What follows belongs to an exercise in optimizing a design on an open flow for small area and a short achievable clock period; a production flow would make more cautious choices.
At most, simulation tests tie the RTL to the original design; equivalence was not proved.
Only the layout flow was run in runs 1, 2 and 6 to 8; the RTL was not checked for function there.
In runs 1 to 4 and 6 to 8 the design's own scripts or RTL, not TritonCTS, make the clock network.
The flow treats the clock pin as an ideal source. Dropping or thinning the clock tree relies on that and would not hold on a real chip.
Power is estimated from default activity; no workload was simulated.

==> flow/design.v <==
module FSM_out
(
    input             clk,
    input             reset_n,
    input             req,
    input             fifo_empty,
    input      [63:0] fifo_data,    
    output reg        remove,       
    output reg        load,         
    output reg        strobe_out,
    output reg        data_end,
    output reg  [7:0] data_out
);
reg [3:0] state;
reg       shift;
reg       hold;
reg [55:0] buf_q;
wire idle = (state == 4'd0);
wire start = idle && req && !fifo_empty;
always @(posedge clk)
begin
    if (!reset_n)
    begin
        state  <= 4'd0;
        remove <= 1'b0;
        load   <= 1'b0;
        shift  <= 1'b0;
        hold   <= 1'b1;
    end
    else
    begin
        if (idle)
            state <= start ? 4'd1 : 4'd0;
        else if (state == 4'd10)
            state <= 4'd0;
        else
            state <= state + 4'd1;
        remove <= start;
        load   <= (state == 4'd1);
        shift  <= (state >= 4'd2) && (state <= 4'd8);
        hold   <= !((state >= 4'd1) && (state <= 4'd8));
    end
end
always @(posedge clk)
    buf_q <= fifo_data[63:8] | ({56{shift}} & {8'd0, buf_q[55:8]});
wire [7:0] data_next = fifo_data[7:0] | ({8{shift}} & buf_q[7:0]) | ({8{hold}} & data_out);
always @(posedge clk)
begin
    if (!reset_n)
    begin
        strobe_out <= 1'b0;
        data_end   <= 1'b0;
        data_out   <= 8'd0;
    end
    else
    begin
        data_out <= data_next;
        if (load)
            strobe_out <= 1'b1;
        if (state == 4'd9)
            data_end <= 1'b1;
        else if (state == 4'd10)
        begin
            strobe_out <= 1'b0;
            data_end   <= 1'b0;
        end
    end
end
endmodule
module module_64_8
#(parameter width = 64, parameter depth = 8)
(
    input   clk,
    input   reset_n,
    input   strobe_in,
    input   [width-1:0] input_data,
    input   req_data,
    output  ready,
    output  data_end,
    output  strobe_out,
    output  [7:0] data_out,
    output  [$clog2(depth)-1:0] write_counter
);
localparam aw = $clog2(depth);
reg [width-1:0] mem [depth-1:0];
reg [depth-1:0] rd_ptr;
reg [depth-1:0] rd_sel;
reg [depth-1:0] wr_en;
reg [aw:0] count;
reg        empty;
reg        count_is7;
wire full = count[aw];
wire write = strobe_in && !full;
wire remove;
wire load;
wire [depth-1:0] wr_ptr   = full ? rd_ptr : wr_en;
wire [depth-1:0] wr_ptr_w = {wr_ptr[depth-2:0], wr_ptr[depth-1]};
wire [aw:0] count_w  = remove ? count : count + 1'b1;
wire [aw:0] count_nw = remove ? count - 1'b1 : count;
wire        full_nw  = (count_nw == depth);
wire        empty_nw = (count_nw == 0);
wire        count_is6 = (count == depth - 2);
wire        is7_w    = remove ? count_is7 : count_is6;
wire        is7_nw   = remove ? full : count_is7;
assign write_counter = count[aw-1:0];
assign ready = empty;
always @(posedge clk)
begin
    if (!reset_n)
    begin
        count <= 0;
        empty <= 1'b1;
        count_is7 <= 1'b0;
        wr_en <= 1;
    end
    else if (write)
    begin
        count <= count_w;
        empty <= 1'b0;
        count_is7 <= is7_w;
        wr_en <= (count_is7 && !remove) ? {depth{1'b0}} : wr_ptr_w;
    end
    else
    begin
        count <= count_nw;
        empty <= empty_nw;
        count_is7 <= is7_nw;
        wr_en <= full_nw ? {depth{1'b0}} : wr_ptr;
    end
end
always @(posedge clk)
begin
    if (!reset_n)
    begin
        rd_ptr <= 1;
        rd_sel <= 0;
    end
    else
    begin
        if (load)
            rd_ptr <= {rd_ptr[depth-2:0], rd_ptr[depth-1]};
        rd_sel <= remove ? rd_ptr : {depth{1'b0}};
    end
end
integer i;
always @(posedge clk)
begin
    for (i = 0; i < depth; i = i + 1)
        if (wr_en[i])
            mem[i] <= input_data;
end
reg [width-1:0] rd_data;
always @*
begin
    rd_data = 0;
    for (i = 0; i < depth; i = i + 1)
        rd_data = rd_data | ({width{rd_sel[i]}} & mem[i]);
end
FSM_out FSM_out_1
(
    .clk        (clk),
    .reset_n    (reset_n),
    .req        (req_data),
    .fifo_empty (empty),
    .fifo_data  (rd_data),
    .remove     (remove),
    .load       (load),
    .strobe_out (strobe_out),
    .data_end   (data_end),
    .data_out   (data_out)
);
endmodule
==> flow/flow/run.sh <==
#!/bin/bash
# The standard ORFS layout, with the port buffers made of buf_1 cells (instead of the
# delay cells buffer_ports picks by default), timing repair free to change a cell's
# footprint, a clock tree of about 20 flip-flops per leaf buffer, and the top of the
# clock tree reshaped after CTS (flow/clock_top.tcl).
set -euo pipefail
W=$(pwd)
bash standard.sh MATCH_CELL_FOOTPRINT=0 \
  "BUFFER_PORTS_ARGS=-buffer_cell sky130_fd_sc_hd__buf_1" \
  "CTS_ARGS=-sink_clustering_enable -repair_clock_nets -buf_list {sky130_fd_sc_hd__clkbuf_16} -sink_clustering_size 20 -sink_clustering_max_diameter 60 -dont_use_dummy_load" \
  "POST_CTS_TCL=$W/flow/clock_top.tcl" \
  finish > standard_flow.log 2>&1
==> flow/flow/clock_top.tcl <==
set block [ord::get_db_block]
set clk_net [[$block findBTerm clk] getNet]

proc loads_of {net drv} {
  set loads {}
  foreach it [$net getITerms] {
    if {[$it getInst] ne $drv} { lappend loads $it }
  }
  return $loads
}
proc out_net_of {inst} {
  foreach it [$inst getITerms] {
    if {[$it isOutputSignal]} { return [$it getNet] }
  }
  return {}
}

set roots {}
foreach it [$clk_net getITerms] { lappend roots [$it getInst] }
if {[llength $roots] != 1} {
  puts "clock_top: clock port drives [llength $roots] cells, leaving the tree as it is"
  return
}
set root [lindex $roots 0]
set root_net [out_net_of $root]
set level1 [loads_of $root_net $root]
if {[llength $level1] > 4 || [llength [$root_net getBTerms]] > 0} {
  puts "clock_top: root drives [llength $level1] pins, leaving the tree as it is"
  return
}
puts "clock_top: removing root [$root getName], clock port now drives [llength $level1] pins"
foreach it $level1 { $it disconnect }
foreach it [$root getITerms] { $it disconnect }
odb::dbInst_destroy $root
odb::dbNet_destroy $root_net
foreach it $level1 { $it connect $clk_net }

# split first-level buffers while the clock port has room
set n_clk [llength $level1]
set k 0
foreach it $level1 {
  if {$n_clk >= 4} { break }
  set buf [$it getInst]
  set net [out_net_of $buf]
  set loads [loads_of $net $buf]
  if {[llength $loads] < 4} { continue }
  # positions of the loads
  set pts {}
  set xs {}
  set ys {}
  foreach l $loads {
    set b [[$l getInst] getBBox]
    set x [expr {([$b xMin] + [$b xMax]) / 2}]
    set y [expr {([$b yMin] + [$b yMax]) / 2}]
    lappend pts [list $l $x $y]
    lappend xs $x
    lappend ys $y
  }
  set dx [expr {[tcl::mathfunc::max {*}$xs] - [tcl::mathfunc::min {*}$xs]}]
  set dy [expr {[tcl::mathfunc::max {*}$ys] - [tcl::mathfunc::min {*}$ys]}]
  set idx [expr {$dx >= $dy ? 1 : 2}]
  set pts [lsort -integer -index $idx $pts]
  set half [expr {[llength $pts] / 2}]
  set keep [lrange $pts 0 [expr {$half - 1}]]
  set move [lrange $pts $half end]
  set master [$buf getMaster]
  set nb [odb::dbInst_create $block $master "clkbuf_split_${k}_clk"]
  set nn [odb::dbNet_create $block "clknet_split_${k}_clk"]
  $nn setSigType CLOCK
  foreach p $move {
    set l [lindex $p 0]
    $l disconnect
    $l connect $nn
  }
  # place each buffer at the centre of its loads
  foreach {b group} [list $buf $keep $nb $move] {
    set sx 0
    set sy 0
    foreach p $group {
      incr sx [lindex $p 1]
      incr sy [lindex $p 2]
    }
    set n [llength $group]
    $b setLocation [expr {$sx / $n}] [expr {$sy / $n}]
    $b setPlacementStatus PLACED
  }
  [$nb findITerm A] connect $clk_net
  [$nb findITerm X] connect $nn
  puts "clock_top: split [$buf getName]: [llength $keep] loads kept, [llength $move] moved to [$nb getName]"
  incr n_clk
  incr k
}
# Make every buffer of the tree (two levels: first level and leaves) an inverter:
# two inversions on every path keep the flip-flops' clock polarity, and an inverter
# is one stage where a buffer is two.
set inv_master [[ord::get_db] findMaster sky130_fd_sc_hd__clkinv_16]
set leaf_master [[ord::get_db] findMaster sky130_fd_sc_hd__clkinv_8]
set tree {}
foreach it [$clk_net getITerms] { lappend tree [$it getInst] }
set level1 $tree
foreach b $level1 {
  foreach it [loads_of [out_net_of $b] $b] { lappend tree [$it getInst] }
}
set n_inv 0
set all_bufs 1
foreach b $tree {
  if {![string match "sky130_fd_sc_hd__clkbuf_*" [[$b getMaster] getName]]} { set all_bufs 0 }
}
# every path must go through exactly two tree cells
foreach b $level1 {
  foreach it [loads_of [out_net_of $b] $b] {
    set leaf [$it getInst]
    foreach it2 [loads_of [out_net_of $leaf] $leaf] {
      if {[string match "sky130_fd_sc_hd__clkbuf_*" [[[$it2 getInst] getMaster] getName]]} { set all_bufs 0 }
    }
  }
}
if {$all_bufs} {
  foreach b $tree {
    set in_net [[$b findITerm A] getNet]
    set out_net [out_net_of $b]
    set loc [$b getLocation]
    set name [$b getName]
    foreach it [$b getITerms] { $it disconnect }
    odb::dbInst_destroy $b
    set m [expr {[lsearch -exact $level1 $b] >= 0 ? $inv_master : $leaf_master}]
    set inv [odb::dbInst_create $block $m $name]
    $inv setLocation [lindex $loc 0] [lindex $loc 1]
    $inv setPlacementStatus PLACED
    [$inv findITerm A] connect $in_net
    [$inv findITerm Y] connect $out_net
    incr n_inv
  }
  puts "clock_top: made $n_inv clock tree cells inverters"
} else {
  puts "clock_top: the tree is not two levels of buffers, leaving its cells as they are"
}
global_connect
detailed_placement
check_placement -verbose
==> flow/standard.sh <==
#!/bin/bash
# synth_recipe.tcl (not shown) runs the flow's synth.tcl, then flattens the netlist and writes it again
# the make line also repeats each setting of config.mk as NAME=value (left out here)
make -C /OpenROAD-flow-scripts/flow DESIGN_CONFIG=/design/flow/config.mk WORK_HOME=/design/flow/orfs CLKGATE_MAP_FILE= SYNTH_SCRIPT=/design/flow/synth_recipe.tcl "${@:-finish}"
==> flow/config.mk <==
export PLATFORM = sky130hd
export DESIGN_NAME = module_64_8
export DESIGN_NICKNAME = module_64_8
export VERILOG_FILES = /design/flow/design.v
export SDC_FILE = /design/flow/constraint.sdc
export NUM_CORES = 4
export LEC_CHECK = 0
export CAP_MARGIN = 20
export CORE_MARGIN = 2
export CORE_UTILIZATION = 60
export SETUP_SLACK_MARGIN = 3.4
export SLEW_MARGIN = 20
==> flow/constraint.sdc <==
create_clock -name core_clock -period 5.0 [get_ports {clk}]
set_input_delay 1.0000 -clock core_clock [delete_from_list [all_inputs] [get_ports {clk}]]
set_output_delay 1.0000 -clock core_clock [all_outputs]
set_load 0.01 [all_outputs]
==> results.cfg, run 1 <==
[routing]
post_drt_via_cell_ratio = 6.71
ant_nets = 0
wl_mm = 49.1
vias = 11300
dr_wl_met2_mm = 23.9
highest_layer = met5
drtIter0Drc = 1213
firstDrtPassIters = 8
dr_wl_met3_mm = 3.41
wire_per_inst_um = 29.2
wl_met1_mm = 21.0
drc_errors = 0

[critical_path]
slowest_delay_ps = 540
crit_buf_inv = 1
crit_fanout = 8
reg2regPathDepth = 4
cpMaxStageDelayCell = or4b_4
r2r-end = wr_en[0]
crit_type = reg2reg
reg2reg_slack_ps = 3130
worstSetupEndpointType = flop
worstSetupStartpointType = flop
path_cells = buf_6 > or4b_4 > a221o_2 > a221o_1
r2r-start = count[1]
cpLargestDelayFamily = compound AO/OA/AOI/OAI gates
crit_arrival_ps = 2000
worstPathRequired_ps = 5130

[logic_synthesis]
ys_types = 41
yosys_register_bits = 616
avgSynthCellArea_um2 = 18.7
syn_area_um2 = 21100
syn_inst = 1130
synth_xor_area_share_pct = 0.166
yosysWarnings = 3
synth_fa_ha_area_share_pct = 0.473
synth_compound_area_share_pct = 12.0
ys_seq_area_share_pct = 82.6
synth_top_family_by_area = compound AO/OA/AOI/OAI gates
muxShareOfSynthArea_pct = 0.852
synth_nets = 1206
synth_simple_gate_area_share_pct = 2.53

[run_status]
outcome = timing/DRC/antenna clean

[timing]
fmax_mhz = 536
clock-skew-final_ps = 33.8
final_max_slew_viol_count = 0
relSlewSlack_pct = 49.6
setup_viol = 0
min_period_ps = 1870
finalCritPeriodShare_pct = 37.3
finalHoldViolCount = 0
worst_pin_slew_ps = 756
rsz0062_at_grt = yes
setup_tns_ps = 0

[run]
maxCapViolations = 0

[die]
core_area_um2 = 34600
die_area_um2 = 36800
rows = 68
die_w_um = 192
ioPinCount = 82
die_height_um = 192
initial_core_util_pct = 61.1

[cells_and_area]
layout_commonest_cell = edfxtp_1
syn_to_final_growth_pct = 10.5
most-common-layout-cells = edfxtp_1 (512), a22oi_1 (89), dfxtp_1 (71), buf_1 (65), a22o_1 (64)
postLayoutCellArea_um2 = 23400
nets = 1304
drive_gt1_share_pct = 13.5

[worst_hold_path]
hp-class = reg2reg
hold_start = mem[7][51]
hold-path-cell-count = 2
whs_endpoint = FSM_out_1.buf_q[43]

[global_routing]
grt_max_degree = 65
antenna_found_initial = 2
grt_pass1_wl_mm = 71.3
grt_overflow_total = 0
grt_use_total_pct = 26.7
grt_pass1_vias = 11300

[placement]
finalWeightedCongestion = 0.789
placement.io_buffers = 81
dpl_cell_area_um2 = 21900
hpwl_mm = 23.1

[clock_tree]
cts.clk_slew.worst_paths_ps = 80
clk_latency_ps = 250
cts_sinks = 616

[power]
p_per_area_nw_per_um2 = 351
leakage_nw = 7.40
max-vdd-ir-drop_mv = 0.280
-- per-stage QoR --
stage          hold WS [ps]  setup slack [ps]  instances  util (%)  total power, W
2_1_floorplan           438              3090       1130         -         0.00601
3_3_place_gp            446              2680       1612      63.4         0.00616
3_5_place_dp            450              2680       1612      63.4         0.00617
5_1_grt                 472              3100       1682      67.5         0.00846
6_report                448              3130       1682      67.5         0.00819
-- cells in the mapped netlist, drive strengths merged --
cell type  instances  area, um^2
ha                 8         100
nand2              5        18.8
buf               14        52.6
nor2              18        67.6
a221o              2        21.3
o21bai             1        7.51
a2111oi            1        8.76
a41oi              1        8.76
nor3b              1        7.51
a32o               7        70.1
inv                9        33.8
o31ai              2        15.0
nor4               2        12.5
a222oi            48         480
or3                1        6.26
nand2b             1        6.26
mux2               8        90.1
and2               1        6.26
clkbuf            58         218
a22o              64         561
nor3               2        10.0
dfxtp            104        2080
o221a              1        11.3
and3b              1        8.76
o21ai              5        25.0
a221oi            64         561
nand4              9        56.3
o41ai              1        8.76
xor2               1        8.76
and3               9        56.3
or4b               1        13.8
a21oi              5        25.0
nand3b             1        7.51
mux2i              9        90.1
nand3             50         250
a31oi             10        62.6
xnor2              3        26.3
nor2b              1        6.26
edfxtp           512       15400
a22oi             89         668
-- power by group --
part / total (W) / switching (W) / leakage [nW] / internal (W)
Combinational: 0.000313 / 0.000201 / 1.56 / 0.000112
Clock: 0.00207 / 0.00174 / 0.280 / 0.000331
Sequential: 0.00581 / 0.0000891 / 5.56 / 0.00572
-- worst register-to-register path, cell delays in order, from the launching register on --
cell and delay (ps):
dfxtp_4 350, buf_6 130, or4b_4 540, a221o_2 430, a221o_1 300
-- registers in the layout, indices dropped and copies added, names as in the netlist, 4 cells and up --
| signal | flops |
|---|---|
| FSM_out_1.buf_q | 56 |
| wr_en | 8 |
| FSM_out_1.state | 4 |
| count | 4 |
| mem | 512 |
| FSM_out_1.data_out | 8 |
| rd_sel | 8 |
| rd_ptr | 8 |
-- kinds of logic after synthesis --
family | after synthesis
AO/OA/AOI/OAI | 301
buffers and inverters | 81
flip-flops | 616
adder cells (fa/ha/maj) | 8
multiplexers | 17
AND/OR/NAND/NOR | 103
XOR/XNOR | 4
-- layer usage --
layer  global-route usage, %  vias to the layer above
li1                        -                     4932
met1                    39.3                     5860
met2                    43.2                      446
met3                    3.89                       54
met4                    5.56                        2
met5                       0                        -
-- how the worst max path moves through the flow --
stage / start / end / slack (ps) / cells after the start
2_1_floorplan: strobe_in / wr_en[0] / 3090 / 3
3_3_place_gp: strobe_in / count[1] / 2680 / 7
3_5_place_dp: strobe_in / count[1] / 2680 / 7
5_1_grt: count[1] / wr_en[0] / 3100 / 4
6_report: count[1] / wr_en[0] / 3130 / 4
-- area by class of cell --
cell class	count	area, um^2
Fill cell	2301	11300
Antenna cell	1	2.50
Sequential cell	616	17500
Multi-Input combinational cell	433	3480
Inverter	47	713
Timing Repair inverter	1	7.51
Timing Repair Buffer	129	1050
Tap cell	455	569
==> run 2: changes to the inputs <==
--- a/flow/design.v
+++ b/flow/design.v
@@ -126,5 +126,5 @@
         empty <= empty_nw;
         count_is7 <= is7_nw;
-        wr_en <= full_nw ? {depth{1'b0}} : wr_ptr;
+        wr_en <= wr_en | ({depth{full && remove}} & rd_ptr);
     end
 end
==> results.cfg, run 2 <==
[run_status]
outcome = timing/DRC/antenna clean

[global_routing]
grtUsageMet1_pct = 41.2
grt_pass1_vias = 11200
grt_pass1_wl_mm = 72.9
grt_use_total_pct = 27.5
grt_max_degree = 65
grt_overflow_total = 0
busiest_layer = met2
gr-usage-met2_pct = 43.0
antenna_found_initial = 3
use_met3_pct = 4.31

[power]
leakage_nw = 7.44
p_int_w = 0.00610
max-vdd-ir-drop_mv = 0.323
power.switching_w = 0.00200
p_comb_share_pct = 3.3
p_per_area_nw_per_um2 = 347
p_seq_share_pct = 71.0
clkPwrFrac_pct = 25.7
switching_share_pct = 24.7

[logic_synthesis]
syn_area_um2 = 21300
synth_top_cell_area_share_pct = 72.3
yosysWarnings = 3
synth_nets = 1211
ys_types = 47
ys_top_cells_by_count = edfxtp_1 (512), dfxtp_1 (104), a22oi_1 (89)
yosysMostFrequentCell = edfxtp_1
async_reset_ff_share_pct = 0
synth_edf_count = 512
ys_seq_area_share_pct = 82.1
synthTopCellsByArea = edfxtp_1 (72%), dfxtp_1 (9.8%), a22oi_1 (3.1%)
synth_largest_area_cell = edfxtp_1
avgSynthCellArea_um2 = 18.7
synthFlopType = edfxtp_1
syn_inst = 1135
yosys_register_bits = 616

[cells_and_area]
top_regs = mem x512, FSM_out_1.buf_q x56
largest_register = mem
largest_reg_flops = 512
drive_gt1_share_pct = 12.8
postLayoutCellArea_um2 = 23400
fillers = 2361
nets = 1306
syn_to_final_growth_pct = 9.82
stdcell_count = 1685
most-common-layout-cells = edfxtp_1 (512), a22oi_1 (89), dfxtp_1 (71), buf_1 (65), a22o_1 (64)
layout_commonest_cell = edfxtp_1

[timing]
setup_tns_ps = 0
min_period_ps = 1940
whs_ps = 457
rsz0062_at_grt = yes
worst_pin_slew_ps = 729
clock-skew-final_ps = 42.7
finalHoldViolCount = 0
fmax_mhz = 515
finalCritPeriodShare_pct = 38.8
relSlewSlack_pct = 51.4
setup_viol = 0
final_max_slew_viol_count = 0
finalWorstSetupSlack_ps = 3060

[placement]
placement.io_buffers = 81
dpl_cell_area_um2 = 22000
hpwl_mm = 23.5
pre_cts_ws_ps = 2420
dp_cells = 1618
finalWeightedCongestion = 0.733

[routing]
drtIter0Drc = 1496
wl_mm = 49.8
ant_nets = 0
post_drt_via_cell_ratio = 6.72
vias = 11300
wire_per_inst_um = 29.5
firstDrtPassIters = 8
drc_errors = 0

[die]
die_area_um2 = 37000
initial_core_util_pct = 61.3
ioPinCount = 82
die_height_um = 192
rows = 68
core_area_um2 = 34700
die_w_um = 192

[critical_path]
worstSetupEndpointType = flop
worstPathRequired_ps = 5110
crit_type = in2reg
crit_fanout = 4
worstSetupStartpointType = input pin
crit_arrival_ps = 2050

[worst_hold_path]
hp-class = reg2reg

[clock_tree]
clk_latency_ps = 260
cts.clk_slew.worst_paths_ps = 80
cts_sinks = 616

[run]
maxCapViolations = 0
[run 2: cell types whose count changed in the layout (fill, tap and decap cells not counted), moves of 5 or more]
| cell | change |
|---|---|
| a221oi_1 | -8 |
| a222oi_1 | +7 |
| mux2_2 | -8 |
| a221oi_2 | +8 |
| a21o_1 | +7 |
| nor2_1 | +5 |
| a32o_1 | -7 |
[run 2: power groups by stage]
stage	Combinational (W)	Sequential [W]	Clock, W
floorplan	0.0000897	0.00586	0
global placement	0.000200	0.00588	0
detailed placement	0.000204	0.00589	0
global route	0.000291	0.00576	0.00231
finish	0.000267	0.00575	0.00208
[run 2: kinds of logic (layout without fill, tap and decap cells)]
group           count (synthesis)  in the layout  share of synthesized area, %
mux                            10             10                         0.471
simple gates                  112            112                          2.70
flops                         616            616                          82.1
other cells                     0              2                             0
xor+xnor                        4              4                         0.165
buf+inv                        80            173                          1.79
fa+ha+maj                       8              8                         0.471
compound gates                305            305                          12.3
[run 2: final timing paths]
kind                  startpoint             endpoint  slack (ps)  cells past startpoint
max                    strobe_in             count[1]        3060                      8
min          FSM_out_1.buf_q[37]  FSM_out_1.buf_q[29]         460                      2
max reg2reg             count[0]             count[1]        3360                      6
min reg2reg  FSM_out_1.buf_q[37]  FSM_out_1.buf_q[29]         460                      2
[run 2: worst max-delay path, cell delays in order]
cell,delay [ps]
buf_12,100
nand2b_4,80
inv_4,80
ha_4,140
nand2b_4,120
nor3_1,50
a2111oi_1,400
nor2_1,80
[run 2: through the flow]
stage / utilization, % / power [W]
after floorplan: - / 0.00595
after global placement: 63.4 / 0.00608
after detailed placement: 63.4 / 0.00609
after global routing: 67.3 / 0.00837
final: 67.3 / 0.00810
[run 2: area by class of cell]
type	count	area [um^2]	area share, %
Antenna cell	2	5.00	0.0214
Inverter	47	722	3.09
Multi-Input combinational cell	439	3500	15.0
Sequential cell	616	17600	75.1
Tap cell	455	569	2.44
Timing Repair Buffer	126	1020	4.35
[run 2: per-layer routing]
metal	share of wire (%)	wire length, um
met5	0.036	18
met4	1.8	904
met3	8.6	4300
met2	47	23400
met1	42	21100
==> run 3: changes to the inputs <==
--- a/flow/design.v
+++ b/flow/design.v
@@ -89,5 +89,4 @@
 reg [aw:0] count;
 reg        empty;
-reg        count_is7;
 wire full = count[aw];
 wire write = strobe_in && !full;
@@ -98,9 +97,7 @@
 wire [aw:0] count_w  = remove ? count : count + 1'b1;
 wire [aw:0] count_nw = remove ? count - 1'b1 : count;
+wire        full_w   = (count_w == depth);
 wire        full_nw  = (count_nw == depth);
 wire        empty_nw = (count_nw == 0);
-wire        count_is6 = (count == depth - 2);
-wire        is7_w    = remove ? count_is7 : count_is6;
-wire        is7_nw   = remove ? full : count_is7;
 assign write_counter = count[aw-1:0];
 assign ready = empty;
@@ -111,5 +108,4 @@
         count <= 0;
         empty <= 1'b1;
-        count_is7 <= 1'b0;
         wr_en <= 1;
     end
@@ -118,6 +114,5 @@
         count <= count_w;
         empty <= 1'b0;
-        count_is7 <= is7_w;
-        wr_en <= (count_is7 && !remove) ? {depth{1'b0}} : wr_ptr_w;
+        wr_en <= full_w ? {depth{1'b0}} : wr_ptr_w;
     end
     else
@@ -125,6 +120,5 @@
         count <= count_nw;
         empty <= empty_nw;
-        count_is7 <= is7_nw;
-        wr_en <= wr_en | ({depth{full && remove}} & rd_ptr);
+        wr_en <= full_nw ? {depth{1'b0}} : wr_ptr;
     end
 end
==> results.cfg, run 3 <==
[clock_tree]
cts.clk_slew.worst_paths_ps = 80
clk_latency_ps = 250
cts_sinks = 615

[timing]
clock-skew-final_ps = 43.8
setup_tns_ps = 0
min_period_ps = 1730
rsz0062_at_grt = yes
finalCritPeriodShare_pct = 34.5
fmax_mhz = 579
whs_ps = 423
worst_pin_slew_ps = 741
relSlewSlack_pct = 50.6
final_max_slew_viol_count = 0
finalHoldViolCount = 0
setup_viol = 0

[routing]
firstDrtPassIters = 8
vias = 11300
post_drt_via_cell_ratio = 6.73
drtIter0Drc = 1212
drc_errors = 0
wire_per_inst_um = 29.4
wl_mm = 49.2
ant_nets = 0

[global_routing]
use_met3_pct = 3.82
grtUsageMet1_pct = 40.6
grt_pass1_wl_mm = 71.1
gr-usage-met2_pct = 42.8
grt_overflow_total = 0
antenna_found_initial = 3
grt_use_total_pct = 26.9
grt_pass1_vias = 11100
busiest_layer = met2
grt_max_degree = 65

[cells_and_area]
syn_to_final_growth_pct = 10.2
most-common-layout-cells = edfxtp_1 (512), a22oi_1 (89), dfxtp_1 (71), buf_1 (65)
layout_commonest_cell = edfxtp_1
final_core_util_pct = 67.2
largest_register = mem
top_regs = mem x512, FSM_out_1.buf_q x56
largest_reg_flops = 512
nets = 1290
drive_gt1_share_pct = 12.4

[run]
maxCapViolations = 0

[logic_synthesis]
avgSynthCellArea_um2 = 18.7
yosys_register_bits = 615
synth_nets = 1199
syn_inst = 1125
yosysWarnings = 3
synthFlopType = edfxtp_1
ys_seq_area_share_pct = 82.7
synth_edf_count = 512
synth_largest_area_cell = edfxtp_1
yosysMostFrequentCell = edfxtp_1
syn_area_um2 = 21100
synth_top_cell_area_share_pct = 73.0
async_reset_ff_share_pct = 0
ys_types = 40
ys_top_cells_by_count = edfxtp_1 (512), dfxtp_1 (103), a22oi_1 (89)
synthTopCellsByArea = edfxtp_1 (73%), dfxtp_1 (9.8%), a22oi_1 (3.2%)

[critical_path]
worstPathRequired_ps = 4000
cpLargestDelayFamily = flip-flops
worstSetupStartpointType = flop
crit_type = reg2out
crit_arrival_ps = 730
path_cells = buf_6
crit_fanout = 2
crit_buf_inv = 1
worstSetupEndpointType = primary output
slowest_delay_ps = 370
cpMaxStageDelayCell = dfxtp_4

[placement]
finalWeightedCongestion = 0.712
hpwl_mm = 23.6
placement.io_buffers = 81

[power]
max-vdd-ir-drop_mv = 0.279
p_per_area_nw_per_um2 = 354
leakage_nw = 7.35

[die]
core_area_um2 = 34500
die_area_um2 = 36600
rows = 68
ioPinCount = 82
initial_core_util_pct = 61.0
die_w_um = 191
die_height_um = 191

[worst_hold_path]
hp-class = reg2reg

[run_status]
outcome = timing/DRC/antenna clean
[run 3: worst paths after layout]
kind	from	end	slack, ps	cells past startpoint
max	FSM_out_1.data_out[3]	data_out[3]	3270	1
min	empty	FSM_out_1.remove	420	1
max reg2reg	count[1]	wr_en[6]	3300	6
min reg2reg	empty	FSM_out_1.remove	420	1
[run 3: area by class of cell]
type / instances / area [um^2]
multi-input cells: 430 / 3400
repair inverters: 2 / 12.5
flip-flops and latches: 615 / 17500
inverters: 45 / 708
well taps: 455 / 569
fillers: 2386 / 11300
repair buffers: 122 / 1000
diodes: 3 / 7.51
[run 3: where the power goes]
| group | switching [W] | total, W | internal [W] |
|---|---|---|---|
| Combinational | 0.000223 | 0.000372 | 0.000149 |
| Sequential | 0.0000900 | 0.00578 | 0.00569 |
| Clock | 0.00173 | 0.00207 | 0.000331 |
[run 3: layer usage]
metal | vias to the layer above | share of wire [%]
met1 | 5856 | 43
met5 | - | 0
met3 | 46 | 7.5
li1 | 4889 | -
met4 | 0 | 1.4
met2 | 466 | 48
[run 3: logic make-up (layout without fill, tap and decap cells)]
group           after synthesis  count (layout)  synth area share [%]
compound gates              297             297                  11.9
xor+xnor                      6               6                 0.249
fa+ha+maj                     7               7                 0.404
buf+inv                      80             169                  1.52
flops                       615             615                  82.7
mux                           9               9                 0.427
other cells                   0               3                     0
simple gates                111             111                  2.78
[run 3: metrics by stage]
| stage | instances | power [W] | setup WS [ps] | area [um^2] |
|---|---|---|---|---|
| after detailed placement | 1606 | 0.00618 | 2810 | 21900 |
| after global routing | 1671 | 0.00849 | 3250 | 23200 |
| after global placement | 1606 | 0.00617 | 2790 | 21900 |
| after floorplan | 1125 | 0.00602 | 3270 | 21100 |
| final | 1672 | 0.00822 | 3270 | 23200 |
==> run 4: changes to the inputs <==
--- a/flow/config.mk
+++ b/flow/config.mk
@@ -9,4 +9,4 @@
 export CORE_MARGIN = 2
 export CORE_UTILIZATION = 60
-export SETUP_SLACK_MARGIN = 3.4
+export SETUP_SLACK_MARGIN = 3.3
 export SLEW_MARGIN = 20
==> results.cfg, run 4 <==
[clock_tree]
cts_sinks = 615
cts.clk_slew.worst_paths_ps = 80
clk_latency_ps = 240

[logic_synthesis]
syn_inst = 1125
avgSynthCellArea_um2 = 18.7
synth_largest_area_cell = edfxtp_1
yosysMostFrequentCell = edfxtp_1
synthFlopType = edfxtp_1
ys_types = 40
ys_seq_area_share_pct = 82.7
syn_area_um2 = 21100
yosys_register_bits = 615
synth_nets = 1199
async_reset_ff_share_pct = 0
synth_edf_count = 512
yosysWarnings = 3
synth_top_cell_area_share_pct = 73.0
synthTopCellsByArea = edfxtp_1 (73%), dfxtp_1 (9.8%), a22oi_1 (3.2%)
ys_top_cells_by_count = edfxtp_1 (512), dfxtp_1 (103), a22oi_1 (89)

[cells_and_area]
nets = 1284
regArea_um2 = 17500
drive_gt1_share_pct = 11.5
largest_reg_flops = 512
syn_to_final_growth_pct = 9.45
final_core_util_pct = 66.8
most-common-layout-cells = edfxtp_1 (512), a22oi_1 (89), dfxtp_1 (71), buf_1 (65)
fillers = 2370
largest_register = mem
top_regs = mem x512, FSM_out_1.buf_q x56
layout_commonest_cell = edfxtp_1
multi_input_comb_area_um2 = 3370

[die]
die_w_um = 191
initial_core_util_pct = 61.0
die_area_um2 = 36600
core_area_um2 = 34500
rows = 68
die_height_um = 191
ioPinCount = 82

[timing]
finalCritPeriodShare_pct = 34.5
worst_pin_slew_ps = 886
rsz0062_at_grt = yes
relSlewSlack_pct = 40.9
setup_tns_ps = 0
clock-skew-final_ps = 37.5
min_period_ps = 1720
finalHoldViolCount = 0
setup_viol = 0
fmax_mhz = 580
final_max_slew_viol_count = 0

[critical_path]
crit_start = FSM_out_1.data_out[5]
worstPathRequired_ps = 4000
crit_buf_inv = 1
slowest_delay_ps = 370
reg2reg_slack_ps = 3310
path_cells = buf_6
cp.depth = 1
cpLargestDelayFamily = flip-flops
reg2regPathDepth = 6
crit_arrival_ps = 720
r2r-start = count[1]
r2r-end = wr_en[1]
cpMaxStageDelayCell = dfxtp_2
endpoint = data_out[5]
worstSetupEndpointType = primary output
crit_fanout = 2
crit_type = reg2out
worstSetupStartpointType = flop

[routing]
ant_nets = 0
post_drt_via_cell_ratio = 6.70
vias = 11200
firstDrtPassIters = 8
wl_mm = 49.0
wire_per_inst_um = 29.4
drc_errors = 0
drtIter0Drc = 1153

[run]
maxCapViolations = 0

[power]
p_per_area_nw_per_um2 = 355
leakage_nw = 7.30
max-vdd-ir-drop_mv = 0.274

[global_routing]
grt_overflow_total = 0
grt_pass1_wl_mm = 70.9
grt_pass1_vias = 11100
grt_max_degree = 57
antenna_found_initial = 1
grt_use_total_pct = 26.7

[placement]
hpwl_mm = 23.8
finalWeightedCongestion = 0.766
placement.io_buffers = 81

[run_status]
outcome = timing/DRC/antenna clean

[worst_hold_path]
hp-class = reg2reg
## run 4: cell counts after synthesis
No cell type changed its count.
## run 4: layout make-up
type	count	area share (%)
diodes	1	0.0108
repair buffers	118	3.91
repair inverters	1	0.0325
well taps	455	2.47
multi-input cells	430	14.6
flip-flops and latches	615	76.0
inverters	44	2.99
## run 4: logic make-up after synthesis
kind of cell,share of synthesized area [%]
mux,0.427
simple gates,2.78
compound gates,11.9
xor+xnor,0.249
buf+inv,1.52
flops,82.7
fa+ha+maj,0.404
## run 4: routing by layer
metal,track usage (%),vias to the layer above,share of wire (%)
li1,-,4885,-
met1,40.0,5801,44
met2,42.1,403,47
met3,3.76,64,6.7
met4,6.33,0,2.1
met5,0,-,0
## run 4: worst min path at each step
stage | from | depth (start not counted) | to
floorplan | FSM_out_1.buf_q[18] | 2 | FSM_out_1.buf_q[10]
global placement | empty | 1 | FSM_out_1.remove
detailed placement | empty | 1 | FSM_out_1.remove
global route | empty | 1 | FSM_out_1.remove
finish | empty | 1 | FSM_out_1.remove
## run 4: where the power goes
group          internal, W  switching (W)  total, W
sequential         0.00570      0.0000899   0.00579
combinational     0.000127       0.000210  0.000337
clock             0.000325        0.00173   0.00206
total              0.00615        0.00203   0.00818
## run 4: per-stage QoR
step	total power (W)	cell area (um^2)	hold slack, ps	setup WS, ps	std cells
after floorplan	0.00602	21100	437	3270	1125
after global placement	0.00617	21900	424	2790	1607
after detailed placement	0.00618	21900	424	2810	1608
after global routing	0.00845	23100	436	3260	1663
final	0.00818	23100	421	3280	1664
==> run 5: changes to the inputs <==
==> flow/flow/run.sh (replaced) <==
#!/bin/bash
# The standard ORFS layout, with the port buffers made of buf_1 cells (instead of the
# delay cells buffer_ports picks by default), timing repair free to change a cell's
# footprint, a clock tree of about 10 flip-flops per leaf buffer, and the top of the
# clock tree reshaped after CTS (flow/clock_top.tcl).
set -euo pipefail
W=$(pwd)
bash standard.sh MATCH_CELL_FOOTPRINT=0 \
  "BUFFER_PORTS_ARGS=-buffer_cell sky130_fd_sc_hd__buf_1" \
  "CTS_ARGS=-sink_clustering_enable -repair_clock_nets -buf_list {sky130_fd_sc_hd__clkbuf_16} -sink_clustering_size 10 -sink_clustering_max_diameter 40 -dont_use_dummy_load" \
  "POST_CTS_TCL=$W/flow/clock_top.tcl" \
  finish > standard_flow.log 2>&1
--- a/flow/flow/clock_top.tcl
+++ b/flow/flow/clock_top.tcl
@@ -95,5 +95,5 @@
 # is one stage where a buffer is two.
 set inv_master [[ord::get_db] findMaster sky130_fd_sc_hd__clkinv_16]
-set leaf_master [[ord::get_db] findMaster sky130_fd_sc_hd__clkinv_8]
+set leaf_master [[ord::get_db] findMaster sky130_fd_sc_hd__clkinv_4]
 set tree {}
 foreach it [$clk_net getITerms] { lappend tree [$it getInst] }
==> results.cfg, run 5 <==
[routing]
wl_mm = 49.1
wire_per_inst_um = 28.9
vias = 11300
drc_errors = 0
ant_nets = 0
firstDrtPassIters = 8
drtIter0Drc = 1108
post_drt_via_cell_ratio = 6.66

[worst_hold_path]
hp-class = reg2reg
hold-path-cell-count = 1
hold_start = empty
whs_endpoint = FSM_out_1.remove

[die]
core_area_um2 = 34500
ioPinCount = 82
rows = 68
die_w_um = 191
initial_core_util_pct = 61.0
die_height_um = 191
die_area_um2 = 36600

[critical_path]
crit_type = reg2out
reg2regPathDepth = 7
reg2reg_slack_ps = 3190
r2r-end = wr_en[3]
worstSetupEndpointType = primary output
path_cells = buf_6
cpLargestDelayFamily = flip-flops
crit_buf_inv = 1
cpMaxStageDelayCell = dfxtp_4
slowest_delay_ps = 360
worstSetupStartpointType = flop
crit_arrival_ps = 1040
crit_fanout = 2
r2r-start = count[1]
worstPathRequired_ps = 4000

[timing]
finalWorstSetupSlack_ps = 2960
rsz0062_at_grt = yes
finalCritPeriodShare_pct = 40.8
setup_viol = 0
clock-skew-final_ps = 28.0
finalHoldViolCount = 0
worst_pin_slew_ps = 901
fmax_mhz = 490
whs_ps = 425
relSlewSlack_pct = 39.9
min_period_ps = 2040
final_max_slew_viol_count = 0
setup_tns_ps = 0

[cells_and_area]
largest_register = mem
nets = 1321
most-common-layout-cells = edfxtp_1 (512), a22oi_1 (89), clkbuf_16 (75), dfxtp_1 (71), buf_1 (66)
final_core_util_pct = 70.1
drive_gt1_share_pct = 14.0
layout_commonest_cell = edfxtp_1
top_regs = mem x512, FSM_out_1.buf_q x56
largest_reg_flops = 512
fillers = 2210
syn_to_final_growth_pct = 15.0

[placement]
placement.io_buffers = 81
finalWeightedCongestion = 0.766
pre_cts_ws_ps = 2810
hpwl_mm = 23.8

[logic_synthesis]
synthFlopType = edfxtp_1
yosys_register_bits = 615
ys_seq_area_share_pct = 82.7
synth_largest_area_cell = edfxtp_1
synth_top_cell_area_share_pct = 73.0
async_reset_ff_share_pct = 0
ys_top_cells_by_count = edfxtp_1 (512), dfxtp_1 (103), a22oi_1 (89)
synth_edf_count = 512
avgSynthCellArea_um2 = 18.7
syn_inst = 1125
synth_nets = 1199
yosysWarnings = 3
syn_area_um2 = 21100
synthTopCellsByArea = edfxtp_1 (73%), dfxtp_1 (9.8%), a22oi_1 (3.2%)
yosysMostFrequentCell = edfxtp_1
ys_types = 40

[global_routing]
antenna_found_initial = 2
grt_max_degree = 57
grt_pass1_wl_mm = 71.8
grt_overflow_total = 0
grt_pass1_vias = 11400
grt_use_total_pct = 27.0

[run_status]
outcome = timing/DRC/antenna clean

[clock_tree]
clk_latency_ps = 560
cts_sinks = 615
cts.clk_slew.worst_paths_ps = 50
cts_tree = done

[power]
power_w = 0.0105
leakage_nw = 7.92
p_per_area_nw_per_um2 = 433
max-vdd-ir-drop_mv = 0.325

[run]
maxCapViolations = 0
==> run 5: cell counts after synthesis <==
Identical to the previous run, type by type.
==> run 5: layout make-up, without the clock buffers <==
type / instances / area [um^2] / area share (%)
multi-input cells: 430 / 3380 / 13.9
inverters: 7 / 37.5 / 0.155
well taps: 455 / 569 / 2.35
repair buffers: 117 / 837 / 3.45
flip-flops and latches: 615 / 17500 / 72.3
diodes: 2 / 5.00 / 0.0207
repair inverters: 1 / 5.00 / 0.0207
==> run 5: layer usage <==
metal  up-vias  routed length (um)  share of wire [%]  global-route usage (%)
li1       4967                   -                  -                       -
met1      5803               21000                 43                    39.8
met2       497               23400                 48                    41.9
met3        72                3780                7.7                    4.81
met4         0                 969                2.0                    7.96
met5         -                   0                  0                       0
==> run 5: how the worst max path moves through the flow <==
stage                          startpoint           to  slack [ps]  cells after the start
global placement                  reset_n     wr_en[0]        2790                      5
finish              FSM_out_1.data_out[7]  data_out[7]        2960                      1
global route        FSM_out_1.data_out[7]  data_out[7]        2930                      1
detailed placement              strobe_in     count[1]        2810                      5
floorplan                        count[0]     wr_en[1]        3270                      7
==> run 5: report_power, final <==
part	switching [W]	internal, W
logic	0.000210	0.000139
registers	0.0000943	0.00571
clock network	0.00173	0.00262
==> run 5: kinds of logic (layout without fill, tap and decap cells) <==
| logic type | Yosys count | in the layout | synth area share (%) |
|---|---|---|---|
| compound gates | 297 | 297 | 11.9 |
| other cells | 0 | 2 | 0 |
| buf+inv | 80 | 200 | 1.52 |
| fa+ha+maj | 7 | 7 | 0.404 |
| xor+xnor | 6 | 6 | 0.249 |
| flops | 615 | 615 | 82.7 |
| simple gates | 111 | 111 | 2.78 |
| mux | 9 | 9 | 0.427 |
==> run 5: per-stage QoR <==
| step | cells | cell area [um^2] |
|---|---|---|
| after global placement | 1607 | 21900 |
| final | 1702 | 24200 |
| after global routing | 1701 | 24200 |
| after floorplan | 1125 | 21100 |
| after detailed placement | 1608 | 21900 |
==> run 6: changes to the inputs <==
--- a/flow/design.v
+++ b/flow/design.v
@@ -89,15 +89,21 @@
 reg [aw:0] count;
 reg        empty;
+reg        count_is1;
+reg        count_is7;
 wire full = count[aw];
 wire write = strobe_in && !full;
 wire remove;
 wire load;
-wire [depth-1:0] wr_ptr   = full ? rd_ptr : wr_en;
-wire [depth-1:0] wr_ptr_w = {wr_ptr[depth-2:0], wr_ptr[depth-1]};
+wire count_is6 = (count == depth - 2);
+wire count_is2 = (count == 2);
 wire [aw:0] count_w  = remove ? count : count + 1'b1;
 wire [aw:0] count_nw = remove ? count - 1'b1 : count;
-wire        full_w   = (count_w == depth);
-wire        full_nw  = (count_nw == depth);
-wire        empty_nw = (count_nw == 0);
+wire        empty_nw = remove ? count_is1 : empty;
+wire        is1_w    = remove ? count_is1 : empty;
+wire        is1_nw   = remove ? count_is2 : count_is1;
+wire        is7_w    = remove ? count_is7 : count_is6;
+wire        is7_nw   = remove ? full : count_is7;
+wire [depth-1:0] wr_en_w  = (count_is7 && !remove) ? {depth{1'b0}} : {wr_en[depth-2:0], wr_en[depth-1]};
+wire [depth-1:0] wr_en_nw = wr_en | ({depth{full && remove}} & rd_ptr);
 assign write_counter = count[aw-1:0];
 assign ready = empty;
@@ -106,19 +112,25 @@
     if (!reset_n)
     begin
-        count <= 0;
-        empty <= 1'b1;
-        wr_en <= 1;
+        count     <= 0;
+        empty     <= 1'b1;
+        count_is1 <= 1'b0;
+        count_is7 <= 1'b0;
+        wr_en     <= 1;
     end
     else if (write)
     begin
-        count <= count_w;
-        empty <= 1'b0;
-        wr_en <= full_w ? {depth{1'b0}} : wr_ptr_w;
+        count     <= count_w;
+        empty     <= 1'b0;
+        count_is1 <= is1_w;
+        count_is7 <= is7_w;
+        wr_en     <= wr_en_w;
     end
     else
     begin
-        count <= count_nw;
-        empty <= empty_nw;
-        wr_en <= full_nw ? {depth{1'b0}} : wr_ptr;
+        count     <= count_nw;
+        empty     <= empty_nw;
+        count_is1 <= is1_nw;
+        count_is7 <= is7_nw;
+        wr_en     <= wr_en_nw;
     end
 end
==> flow/flow/run.sh (replaced) <==
#!/bin/bash
# The standard ORFS layout, with the port buffers made of buf_1 cells (instead of the
# delay cells buffer_ports picks by default), timing repair free to change a cell's
# footprint, a clock tree of about 30 flip-flops per leaf buffer, and the top of the
# clock tree reshaped after CTS (flow/clock_top.tcl).
set -euo pipefail
W=$(pwd)
bash standard.sh MATCH_CELL_FOOTPRINT=0 \
  "BUFFER_PORTS_ARGS=-buffer_cell sky130_fd_sc_hd__buf_1" \
  "CTS_ARGS=-sink_clustering_enable -repair_clock_nets -buf_list {sky130_fd_sc_hd__clkbuf_16} -sink_clustering_size 30 -sink_clustering_max_diameter 80 -dont_use_dummy_load" \
  "POST_CTS_TCL=$W/flow/clock_top.tcl" \
  finish > standard_flow.log 2>&1
--- a/flow/flow/clock_top.tcl
+++ b/flow/flow/clock_top.tcl
@@ -95,5 +95,4 @@
 # is one stage where a buffer is two.
 set inv_master [[ord::get_db] findMaster sky130_fd_sc_hd__clkinv_16]
-set leaf_master [[ord::get_db] findMaster sky130_fd_sc_hd__clkinv_4]
 set tree {}
 foreach it [$clk_net getITerms] { lappend tree [$it getInst] }
@@ -124,6 +123,5 @@
     foreach it [$b getITerms] { $it disconnect }
     odb::dbInst_destroy $b
-    set m [expr {[lsearch -exact $level1 $b] >= 0 ? $inv_master : $leaf_master}]
-    set inv [odb::dbInst_create $block $m $name]
+    set inv [odb::dbInst_create $block $inv_master $name]
     $inv setLocation [lindex $loc 0] [lindex $loc 1]
     $inv setPlacementStatus PLACED
--- a/flow/config.mk
+++ b/flow/config.mk
@@ -9,4 +9,4 @@
 export CORE_MARGIN = 2
 export CORE_UTILIZATION = 60
-export SETUP_SLACK_MARGIN = 3.3
+export SETUP_SLACK_MARGIN = 3.4
 export SLEW_MARGIN = 20
==> results.cfg, run 6 <==
[timing]
setup_tns_ps = 0
finalHoldViolCount = 0
finalWorstSetupSlack_ps = 3120
relSlewSlack_pct = 54.4
min_period_ps = 1880
final_max_slew_viol_count = 0
rsz0062_at_grt = yes
setup_viol = 0
clock-skew-final_ps = 42.2
worst_pin_slew_ps = 685
fmax_mhz = 531
finalCritPeriodShare_pct = 37.7

[routing]
drc_errors = 0
wl_mm = 50.6
vias = 11300
ant_nets = 0
firstDrtPassIters = 8
drtIter0Drc = 1359
wire_per_inst_um = 30.2
post_drt_via_cell_ratio = 6.74

[clock_tree]
clk_latency_ps = 270
cts.clk_slew.worst_paths_ps = 80
cts_sinks = 617

[global_routing]
grt_use_total_pct = 27.2
busiest_layer = met2
antenna_found_initial = 3
gr-usage-met2_pct = 44.2
grt_overflow_total = 0
use_met3_pct = 3.80
grt_pass1_vias = 11300
grt_pass1_wl_mm = 72.8
grt_max_degree = 57
grtUsageMet1_pct = 40.1

[placement]
finalWeightedCongestion = 0.725
hpwl_mm = 23.7
placement.io_buffers = 81
dpl_cell_area_um2 = 22100
pre_cts_ws_ps = 2090

[die]
die_area_um2 = 37300
ioPinCount = 82
die_height_um = 193
initial_core_util_pct = 60.7
core_area_um2 = 35400
rows = 69
die_w_um = 193

[logic_synthesis]
synthFlopType = edfxtp_1
syn_area_um2 = 21500
synth_compound_area_share_pct = 12.8
synth_largest_area_cell = edfxtp_1
synth_fa_ha_area_share_pct = 0.501
synthTopCellsByArea = edfxtp_1 (72%), dfxtp_1 (9.8%), a22oi_1 (3.1%)
ys_types = 45
ys_top_cells_by_count = edfxtp_1 (512), dfxtp_1 (105), a22oi_1 (88)
yosys_register_bits = 617
yosysWarnings = 3
avgSynthCellArea_um2 = 18.8
synth_edf_count = 512
synth_simple_gate_area_share_pct = 2.41
async_reset_ff_share_pct = 0
synth_top_cell_area_share_pct = 71.6
synth_top_family_by_area = compound AO/OA/AOI/OAI gates
yosysMostFrequentCell = edfxtp_1
syn_inst = 1141
muxShareOfSynthArea_pct = 0.513
synth_nets = 1217
ys_seq_area_share_pct = 81.4
synth_xor_area_share_pct = 0.163

[critical_path]
cpLargestDelayFamily = simple AND/OR/NAND/NOR gates
endpoint = count[3]
crit_fanout = 5
worstPathRequired_ps = 5180
path_cells = buf_8 > nor2b_4 > inv_4 > ha_4 > nand3_1 > and3b_1 > nor4_1
crit_start = strobe_in
crit_buf_inv = 2
crit_arrival_ps = 2060
slowest_delay_ps = 280
reg2regPathDepth = 6
cp.depth = 7
reg2reg_slack_ps = 3330
r2r-end = count[3]
crit_type = in2reg
worstSetupStartpointType = input pin
r2r-start = count[3]
cpMaxStageDelayCell = ha_4
worstSetupEndpointType = flop

[worst_hold_path]
hp-class = reg2reg

[cells_and_area]
layout_commonest_cell = edfxtp_1
postLayoutCellArea_um2 = 23600
final_core_util_pct = 66.7
top_regs = mem x512, FSM_out_1.buf_q x56
largest_reg_flops = 512
drive_gt1_share_pct = 12.3
largest_register = mem
nets = 1293
syn_to_final_growth_pct = 10.0
most-common-layout-cells = edfxtp_1 (512), a22oi_1 (88), dfxtp_1 (73), buf_1 (65), a22o_1 (64)
fillers = 2366

[power]
power_w = 0.00851
leakage_nw = 7.48
p_per_area_nw_per_um2 = 360
max-vdd-ir-drop_mv = 0.350

[run_status]
outcome = timing/DRC/antenna clean

[run]
maxCapViolations = 0
==> run 6: changes by cell type after synthesis, sizes merged, moves of 3 or more <==
cell    before  now
a21oi        4   12
o21ai        3    6
a32oi        0    8
and3        18    8
buf         21   51
a221o        7    0
a21o         0    7
nor2        19   16
clkbuf      52   25
nand2        5    8
==> run 6: through the flow <==
step | cells | hold slack [ps]
6_report | 1677 | 448
3_3_place_gp | 1622 | 445
2_1_floorplan | 1141 | 438
5_1_grt | 1676 | 477
3_5_place_dp | 1622 | 454
==> run 6: power breakdown <==
group | switching (W) | internal (W)
sequential | 0.000123 | 0.00578
combinational | 0.000256 | 0.000149
clock | 0.00182 | 0.000385
total | 0.00219 | 0.00631
==> run 6: worst register-to-register path, delay by kind of cell (launching register included) <==
kind	cells	cell delay, ps
buffers and inverters	1	120
AND/OR/NAND/NOR	3	500
adder cells (fa/ha/maj)	1	230
AO/OA/AOI/OAI	1	70
flip-flops	1	660
==> run 6: cell type report <==
class | count | area, um^2 | share of cell area (%)
flip-flops and latches | 617 | 17600 | 74.4
inverters | 36 | 826 | 3.50
multi-input cells | 438 | 3570 | 15.1
repair buffers | 124 | 1070 | 4.55
well taps | 461 | 577 | 2.44
diodes | 1 | 2.50 | 0.0106
==> run 6: worst min path at each step <==
stage	startpoint	end	slack, ps	depth (start not counted)
final	mem[7][37]	FSM_out_1.buf_q[29]	450	2
after global routing	mem[7][43]	FSM_out_1.buf_q[35]	480	2
after detailed placement	mem[7][54]	FSM_out_1.buf_q[46]	450	2
after global placement	mem[7][14]	FSM_out_1.buf_q[6]	440	2
after floorplan	FSM_out_1.buf_q[18]	FSM_out_1.buf_q[10]	440	2
==> run 6: per-layer routing <==
layer	wire length, um	part of all wire, %
met1	21600	43
met2	24600	49
met3	3450	6.8
met4	833	1.6
met5	27	0.053
==> run 6: cells by family (layout without fill, tap and decap cells) <==
family / Yosys count / in the layout
fa+ha+maj: 8 / 8
mux: 11 / 11
compound gates: 315 / 315
buf+inv: 86 / 160
flops: 617 / 617
simple gates: 100 / 100
xor+xnor: 4 / 4
other cells: 0 / 1
==> run 7: changes to the inputs <==
--- a/flow/design.v
+++ b/flow/design.v
@@ -97,6 +97,23 @@
 wire count_is6 = (count == depth - 2);
 wire count_is2 = (count == 2);
-wire [aw:0] count_w  = remove ? count : count + 1'b1;
-wire [aw:0] count_nw = remove ? count - 1'b1 : count;
+reg [aw:0] count_inc;
+reg [aw:0] count_dec;
+reg        carry;
+reg        borrow;
+integer k;
+always @*
+begin
+    carry  = 1'b1;
+    borrow = 1'b1;
+    for (k = 0; k <= aw; k = k + 1)
+    begin
+        count_inc[k] = count[k] ^ carry;
+        count_dec[k] = count[k] ^ borrow;
+        carry  = carry & count[k];
+        borrow = borrow & ~count[k];
+    end
+end
+wire [aw:0] count_w  = remove ? count : count_inc;
+wire [aw:0] count_nw = remove ? count_dec : count;
 wire        empty_nw = remove ? count_is1 : empty;
 wire        is1_w    = remove ? count_is1 : empty;
==> flow/flow/run.sh (replaced) <==
#!/bin/bash
# The standard ORFS layout, with the port buffers made of buf_1 cells (instead of the
# delay cells buffer_ports picks by default), timing repair free to change a cell's
# footprint, a clock tree of about 20 flip-flops per leaf buffer, and the top of the
# clock tree reshaped after CTS (flow/clock_top.tcl).
set -euo pipefail
W=$(pwd)
bash standard.sh MATCH_CELL_FOOTPRINT=0 \
  "BUFFER_PORTS_ARGS=-buffer_cell sky130_fd_sc_hd__buf_1" \
  "CTS_ARGS=-sink_clustering_enable -repair_clock_nets -buf_list {sky130_fd_sc_hd__clkbuf_16} -sink_clustering_size 20 -sink_clustering_max_diameter 60 -dont_use_dummy_load" \
  "POST_CTS_TCL=$W/flow/clock_top.tcl" \
  finish > standard_flow.log 2>&1
--- a/flow/flow/clock_top.tcl
+++ b/flow/flow/clock_top.tcl
@@ -95,4 +95,5 @@
 # is one stage where a buffer is two.
 set inv_master [[ord::get_db] findMaster sky130_fd_sc_hd__clkinv_16]
+set leaf_master [[ord::get_db] findMaster sky130_fd_sc_hd__clkinv_8]
 set tree {}
 foreach it [$clk_net getITerms] { lappend tree [$it getInst] }
@@ -123,5 +124,6 @@
     foreach it [$b getITerms] { $it disconnect }
     odb::dbInst_destroy $b
-    set inv [odb::dbInst_create $block $inv_master $name]
+    set m [expr {[lsearch -exact $level1 $b] >= 0 ? $inv_master : $leaf_master}]
+    set inv [odb::dbInst_create $block $m $name]
     $inv setLocation [lindex $loc 0] [lindex $loc 1]
     $inv setPlacementStatus PLACED
==> results.cfg, run 7 <==
[run_status]
outcome = timing/DRC/antenna clean

[critical_path]
r2r-start = count[3]
worstSetupEndpointType = flop
crit_type = in2reg
reg2reg_slack_ps = 3440
worstSetupStartpointType = input pin
worstPathRequired_ps = 5170
crit_fanout = 5
crit_arrival_ps = 2020
reg2regPathDepth = 8
r2r-end = count[3]

[clock_tree]
cts_sinks = 617
cts.clk_slew.worst_paths_ps = 80
clk_latency_ps = 260

[cells_and_area]
multi_input_comb_area_um2 = 3430
fillers = 2401
drive_gt1_share_pct = 12.5
layout_commonest_cell = edfxtp_1
top_regs = mem x512, FSM_out_1.buf_q x56
most-common-layout-cells = edfxtp_1 (512), a22oi_1 (89), dfxtp_1 (73), buf_1 (65), a22o_1 (64)
nets = 1308
largest_register = mem
final_core_util_pct = 67.3
largest_reg_flops = 512
regArea_um2 = 17600
syn_to_final_growth_pct = 9.82

[logic_synthesis]
synth_top_cell_area_share_pct = 72.3
syn_inst = 1138
syn_area_um2 = 21300
yosysMostFrequentCell = edfxtp_1
yosysWarnings = 3
ys_types = 42
synth_nets = 1211
synth_largest_area_cell = edfxtp_1
ys_top_cells_by_count = edfxtp_1 (512), dfxtp_1 (105), a22oi_1 (89)
synth_edf_count = 512
ys_seq_area_share_pct = 82.2
synthFlopType = edfxtp_1
avgSynthCellArea_um2 = 18.7
async_reset_ff_share_pct = 0
synthTopCellsByArea = edfxtp_1 (72%), dfxtp_1 (9.9%), a22oi_1 (3.1%)
yosys_register_bits = 617

[routing]
wire_per_inst_um = 29.2
vias = 11300
drtIter0Drc = 1274
wl_mm = 49.3
post_drt_via_cell_ratio = 6.70
ant_nets = 0
firstDrtPassIters = 7
drc_errors = 0

[worst_hold_path]
whs_endpoint = FSM_out_1.buf_q[21]
hold_start = mem[7][29]
hp-class = reg2reg
hold-path-cell-count = 2

[timing]
clock-skew-final_ps = 48.5
setup_tns_ps = 0
relSlewSlack_pct = 59.2
rsz0062_at_grt = yes
finalCritPeriodShare_pct = 36.9
min_period_ps = 1850
final_max_slew_viol_count = 0
finalHoldViolCount = 0
worst_pin_slew_ps = 612
fmax_mhz = 541
setup_viol = 0

[die]
die_w_um = 192
die_height_um = 192
core_area_um2 = 34700
rows = 68
ioPinCount = 82
die_area_um2 = 37000
initial_core_util_pct = 61.3

[placement]
hpwl_mm = 24.0
finalWeightedCongestion = 0.730
placement.io_buffers = 81

[power]
leakage_nw = 7.44
p_per_area_nw_per_um2 = 354
max-vdd-ir-drop_mv = 0.301

[global_routing]
antenna_found_initial = 3
grt_overflow_total = 0
grt_pass1_wl_mm = 72.1
grt_use_total_pct = 27.0
grt_pass1_vias = 11200
grt_max_degree = 48

[run]
maxCapViolations = 0
run 7: power breakdown:
part           internal, W  switching, W
clock network     0.000331       0.00177
registers          0.00574      0.000101
logic             0.000124      0.000207
run 7: stage by stage:
stage | worst slack [ps] | power, W | hold WS (ps) | instances | area [um^2]
2_1_floorplan | 3090 | 0.00606 | 435 | 1138 | 21300
5_1_grt | 3100 | 0.00854 | 471 | 1689 | 23300
6_report | 3150 | 0.00826 | 453 | 1689 | 23300
3_3_place_gp | 2280 | 0.00621 | 446 | 1619 | 21900
3_5_place_dp | 2270 | 0.00622 | 450 | 1619 | 21900
run 7: cell type report:
type                       count  area share, %
sequential                   617           75.3
multi-input combinational    440           14.7
timing repair buffer         129           4.55
inverter                      46           3.04
tap                          455           2.44
timing repair inverter         1         0.0322
antenna                        1         0.0107
run 7: metal layers:
metal  routed length, um  GRT usage [%]  part of all wire [%]
met2               23800           43.6                    48
met3                3620           4.33                   7.3
met4                1020           6.14                   2.1
met1               20900           39.5                    42
met5                  27              0                 0.055
run 7: critical path: stages:
cell     delay (ps)
buf_8            80
nor2b_4         180
inv_4            60
ha_4            240
buf_4           130
buf_6           110
nand2_2          40
nand3_1          70
o21ai_1         100
run 7: logic make-up after synthesis:
family / after synthesis / synth area share, %
flops: 617 / 82.2
buf+inv: 81 / 1.96
compound gates: 303 / 12.1
mux: 12 / 0.571
fa+ha+maj: 5 / 0.294
simple gates: 116 / 2.71
xor+xnor: 4 / 0.165
run 7: worst max path at each step:
stage | startpoint | endpoint | slack (ps) | cells past startpoint
finish | strobe_in | count[3] | 3150 | 9
global route | strobe_in | count[2] | 3100 | 6
detailed placement | reset_n | count_is1 | 2270 | 4
global placement | reset_n | count_is1 | 2280 | 4
floorplan | strobe_in | count[2] | 3090 | 5
==> run 8: changes to the inputs <==
--- a/flow/design.v
+++ b/flow/design.v
@@ -87,41 +87,25 @@
 reg [depth-1:0] rd_sel;
 reg [depth-1:0] wr_en;
-reg [aw:0] count;
-reg        empty;
-reg        count_is1;
-reg        count_is7;
-wire full = count[aw];
+reg [depth:0]  level;
+reg [aw-1:0]   count_q;
+wire full  = level[depth];
+wire empty = level[0];
 wire write = strobe_in && !full;
 wire remove;
 wire load;
-wire count_is6 = (count == depth - 2);
-wire count_is2 = (count == 2);
-reg [aw:0] count_inc;
-reg [aw:0] count_dec;
-reg        carry;
-reg        borrow;
-integer k;
-always @*
-begin
-    carry  = 1'b1;
-    borrow = 1'b1;
-    for (k = 0; k <= aw; k = k + 1)
+function [aw-1:0] level_count;
+    input [depth:0] l;
+    integer k;
     begin
-        count_inc[k] = count[k] ^ carry;
-        count_dec[k] = count[k] ^ borrow;
-        carry  = carry & count[k];
-        borrow = borrow & ~count[k];
+        level_count = 0;
+        for (k = 0; k <= depth; k = k + 1)
+            level_count = level_count | ({aw{l[k]}} & k[aw-1:0]);
     end
-end
-wire [aw:0] count_w  = remove ? count : count_inc;
-wire [aw:0] count_nw = remove ? count_dec : count;
-wire        empty_nw = remove ? count_is1 : empty;
-wire        is1_w    = remove ? count_is1 : empty;
-wire        is1_nw   = remove ? count_is2 : count_is1;
-wire        is7_w    = remove ? count_is7 : count_is6;
-wire        is7_nw   = remove ? full : count_is7;
-wire [depth-1:0] wr_en_w  = (count_is7 && !remove) ? {depth{1'b0}} : {wr_en[depth-2:0], wr_en[depth-1]};
+endfunction
+wire [depth:0] level_w  = remove ? level : {level[depth-1:0], 1'b0};
+wire [depth:0] level_nw = remove ? {1'b0, level[depth:1]} : level;
+wire [depth-1:0] wr_en_w  = (level[depth-1] && !remove) ? {depth{1'b0}} : {wr_en[depth-2:0], wr_en[depth-1]};
 wire [depth-1:0] wr_en_nw = wr_en | ({depth{full && remove}} & rd_ptr);
-assign write_counter = count[aw-1:0];
+assign write_counter = count_q;
 assign ready = empty;
 always @(posedge clk)
@@ -129,25 +113,19 @@
     if (!reset_n)
     begin
-        count     <= 0;
-        empty     <= 1'b1;
-        count_is1 <= 1'b0;
-        count_is7 <= 1'b0;
-        wr_en     <= 1;
+        level   <= 1;
+        count_q <= 0;
+        wr_en   <= 1;
     end
     else if (write)
     begin
-        count     <= count_w;
-        empty     <= 1'b0;
-        count_is1 <= is1_w;
-        count_is7 <= is7_w;
-        wr_en     <= wr_en_w;
+        level   <= level_w;
+        count_q <= level_count(level_w);
+        wr_en   <= wr_en_w;
     end
     else
     begin
-        count     <= count_nw;
-        empty     <= empty_nw;
-        count_is1 <= is1_nw;
-        count_is7 <= is7_nw;
-        wr_en     <= wr_en_nw;
+        level   <= level_nw;
+        count_q <= level_count(level_nw);
+        wr_en   <= wr_en_nw;
     end
 end
==> results.cfg, run 8 <==
[run_status]
outcome = timing/DRC/antenna clean

[critical_path]
r2r-start = rd_sel[5]
worstSetupEndpointType = flop
crit_start = strobe_in
crit_arrival_ps = 1950
cpLargestDelayFamily = compound AO/OA/AOI/OAI gates
cpMaxStageDelayCell = o41a_1
worstSetupStartpointType = input pin
slowest_delay_ps = 310
crit_fanout = 6
crit_type = in2reg
path_cells = buf_8 > nor2b_4 > buf_6 > a221oi_2 > a21oi_1 > o41a_1
worstPathRequired_ps = 5110
crit_buf_inv = 2

[die]
die_height_um = 193
die_w_um = 193
core_area_um2 = 35400
die_area_um2 = 37200
rows = 69
ioPinCount = 82
initial_core_util_pct = 60.5

[cells_and_area]
top_regs = mem x512, FSM_out_1.buf_q x56, level x9
postLayoutCellArea_um2 = 23600
nets = 1340
regArea_um2 = 17700
multi_input_comb_area_um2 = 3610
largest_reg_flops = 512
layout_commonest_cell = edfxtp_1
syn_to_final_growth_pct = 10.1
stdcell_count = 1729
most-common-layout-cells = edfxtp_1 (512), a22oi_1 (89), dfxtp_1 (81), buf_1 (65), a22o_1 (64)
fillers = 2450
largest_register = mem
drive_gt1_share_pct = 12.2

[logic_synthesis]
async_reset_ff_share_pct = 0
synth_compound_area_share_pct = 12.1
yosysWarnings = 3
syn_area_um2 = 21400
muxShareOfSynthArea_pct = 0.684
syn_inst = 1173
synth_nets = 1245
yosysMostFrequentCell = edfxtp_1
synth_top_cell_area_share_pct = 71.8
ys_top_cells_by_count = edfxtp_1 (512), dfxtp_1 (110), a22oi_1 (89)
synthFlopType = edfxtp_1
yosys_register_bits = 622
synth_simple_gate_area_share_pct = 3.17
avgSynthCellArea_um2 = 18.3
synth_largest_area_cell = edfxtp_1
synth_xor_area_share_pct = 0.164
synth_edf_count = 512
synth_top_family_by_area = compound AO/OA/AOI/OAI gates
synthTopCellsByArea = edfxtp_1 (72%), dfxtp_1 (10%), a22oi_1 (3.1%)
ys_types = 46
ys_seq_area_share_pct = 82.1
synth_fa_ha_area_share_pct = 0.234

[worst_hold_path]
hold_start = mem[2][38]
hp-class = reg2reg

[routing]
vias = 11600
drtIter0Drc = 1244
drc_errors = 0
wl_mm = 50.5
ant_nets = 0
wire_per_inst_um = 29.2
firstDrtPassIters = 6
post_drt_via_cell_ratio = 6.68

[placement]
hpwl_mm = 23.5
dpl_cell_area_um2 = 22200
finalWeightedCongestion = 0.758
dp_cells = 1657
placement.io_buffers = 81

[timing]
clock-skew-final_ps = 24.3
finalCritPeriodShare_pct = 36.8
whs_ps = 463
finalHoldViolCount = 0
rsz0062_at_grt = yes
setup_tns_ps = 0
setup_viol = 0
worst_pin_slew_ps = 715
final_max_slew_viol_count = 0
fmax_mhz = 543
min_period_ps = 1840
relSlewSlack_pct = 52.3

[global_routing]
grt_use_total_pct = 27.3
grt_overflow_total = 0
grt_max_degree = 56
grt_pass1_vias = 11200
grt_pass1_wl_mm = 72.6
antenna_found_initial = 2

[clock_tree]
cts.clk_slew.worst_paths_ps = 80
cts_sinks = 622
clk_latency_ps = 250

[run]
maxCapViolations = 0

[power]
power_w = 0.00842
leakage_nw = 7.60
p_per_area_nw_per_um2 = 357
max-vdd-ir-drop_mv = 0.323
## run 8: cell types whose count changed in the layout (fill, tap and decap cells not counted), moves of 6 or more
cell / before / now
a21oi_1: 4 / 11
a222oi_1: 55 / 49
buf_2: 0 / 6
dfxtp_1: 73 / 81
nor3_1: 2 / 12
## run 8: cell type report
type                            instances  share of cell area, %
Tap cell                              461                   2.45
Sequential cell                       622                   74.9
Multi-Input combinational cell        469                   15.3
Antenna cell                            2                 0.0212
Timing Repair inverter                  1                 0.0318
Inverter                               44                   2.97
Timing Repair Buffer                  130                   4.30
## run 8: routing by layer
| metal | up-vias | routed length [um] | global-route usage (%) |
|---|---|---|---|
| li1 | 5061 | - | - |
| met1 | 5978 | 21500 | 40.2 |
| met5 | - | 14 | 0 |
| met2 | 462 | 24000 | 44.0 |
| met4 | 2 | 783 | 5.36 |
| met3 | 52 | 4200 | 4.47 |
## run 8: through the flow
step / setup WS (ps) / utilization, %
2_1_floorplan: 3080 / -
3_3_place_gp: 2570 / 62.7
3_5_place_dp: 2550 / 62.7
5_1_grt: 3130 / 66.6
6_report: 3160 / 66.6
## run 8: kinds of logic (layout without fill, tap and decap cells)
group	Yosys count	count (layout)
AO/OA/AOI/OAI	310	310
XOR/XNOR	4	4
adder cells (fa/ha/maj)	4	4
buffers and inverters	83	175
flip-flops	622	622
multiplexers	14	14
other	0	2
AND/OR/NAND/NOR	136	137
## run 8: where the power goes
group          total [W]  internal, W  switching, W  leakage (nW)
logic           0.000320    0.0000887      0.000231          1.60
clock network    0.00210     0.000331       0.00177         0.280
registers        0.00600      0.00588      0.000126          5.72
## run 8: path summary, 6_finish.rpt
kind                            slack, ps  depth (start not counted)               endpoint
worst min register to register        460                          2    FSM_out_1.buf_q[30]
worst max register to register       3420                          4  FSM_out_1.data_out[1]
worst min-delay path                  460                          2    FSM_out_1.buf_q[30]
worst max-delay path                 3160                          6             count_q[2]
## run 8: worst register-to-register path, delay by kind of cell (launching register included)
kind	cells	cell delay, ps
AO/OA/AOI/OAI	3	480
flip-flops	1	620
buffers and inverters	1	410

==> what the ideal ports hide <==
Ports are ideal in the flow. The routed layouts listed here were re-timed in OpenROAD. Step 1: set_driving_cell puts a clkbuf_16 on clk and a buf_2 on each other input, an assumption about the parent block. Step 2, shift: input delay + t, output delay - t, t = (earliest + latest rising clock arrival at the registers) / 2. This alone moves slack from input paths to output paths. a / b / c = ideal ports / drivers / drivers and shift; a / b = the first two.
run	shift t [ns]	setup slack, ns
run 1	0.461	3.135 / 2.925 / 2.892
run 2	0.485	3.058 / 3.019 / 2.762
run 3	0.461	3.273 / 3.036 / 3.079
run 4	0.457	3.276 / 3.042 / 3.043
run 5	0.604	2.958 / 2.905 / 2.852
run 6	0.493	3.116 / 3.006 / 2.815
run 7	0.450	3.153 / 3.039 / 2.886
run 8	0.470	3.158 / 3.028 / 2.885
After both steps every run listed still meets setup and hold.
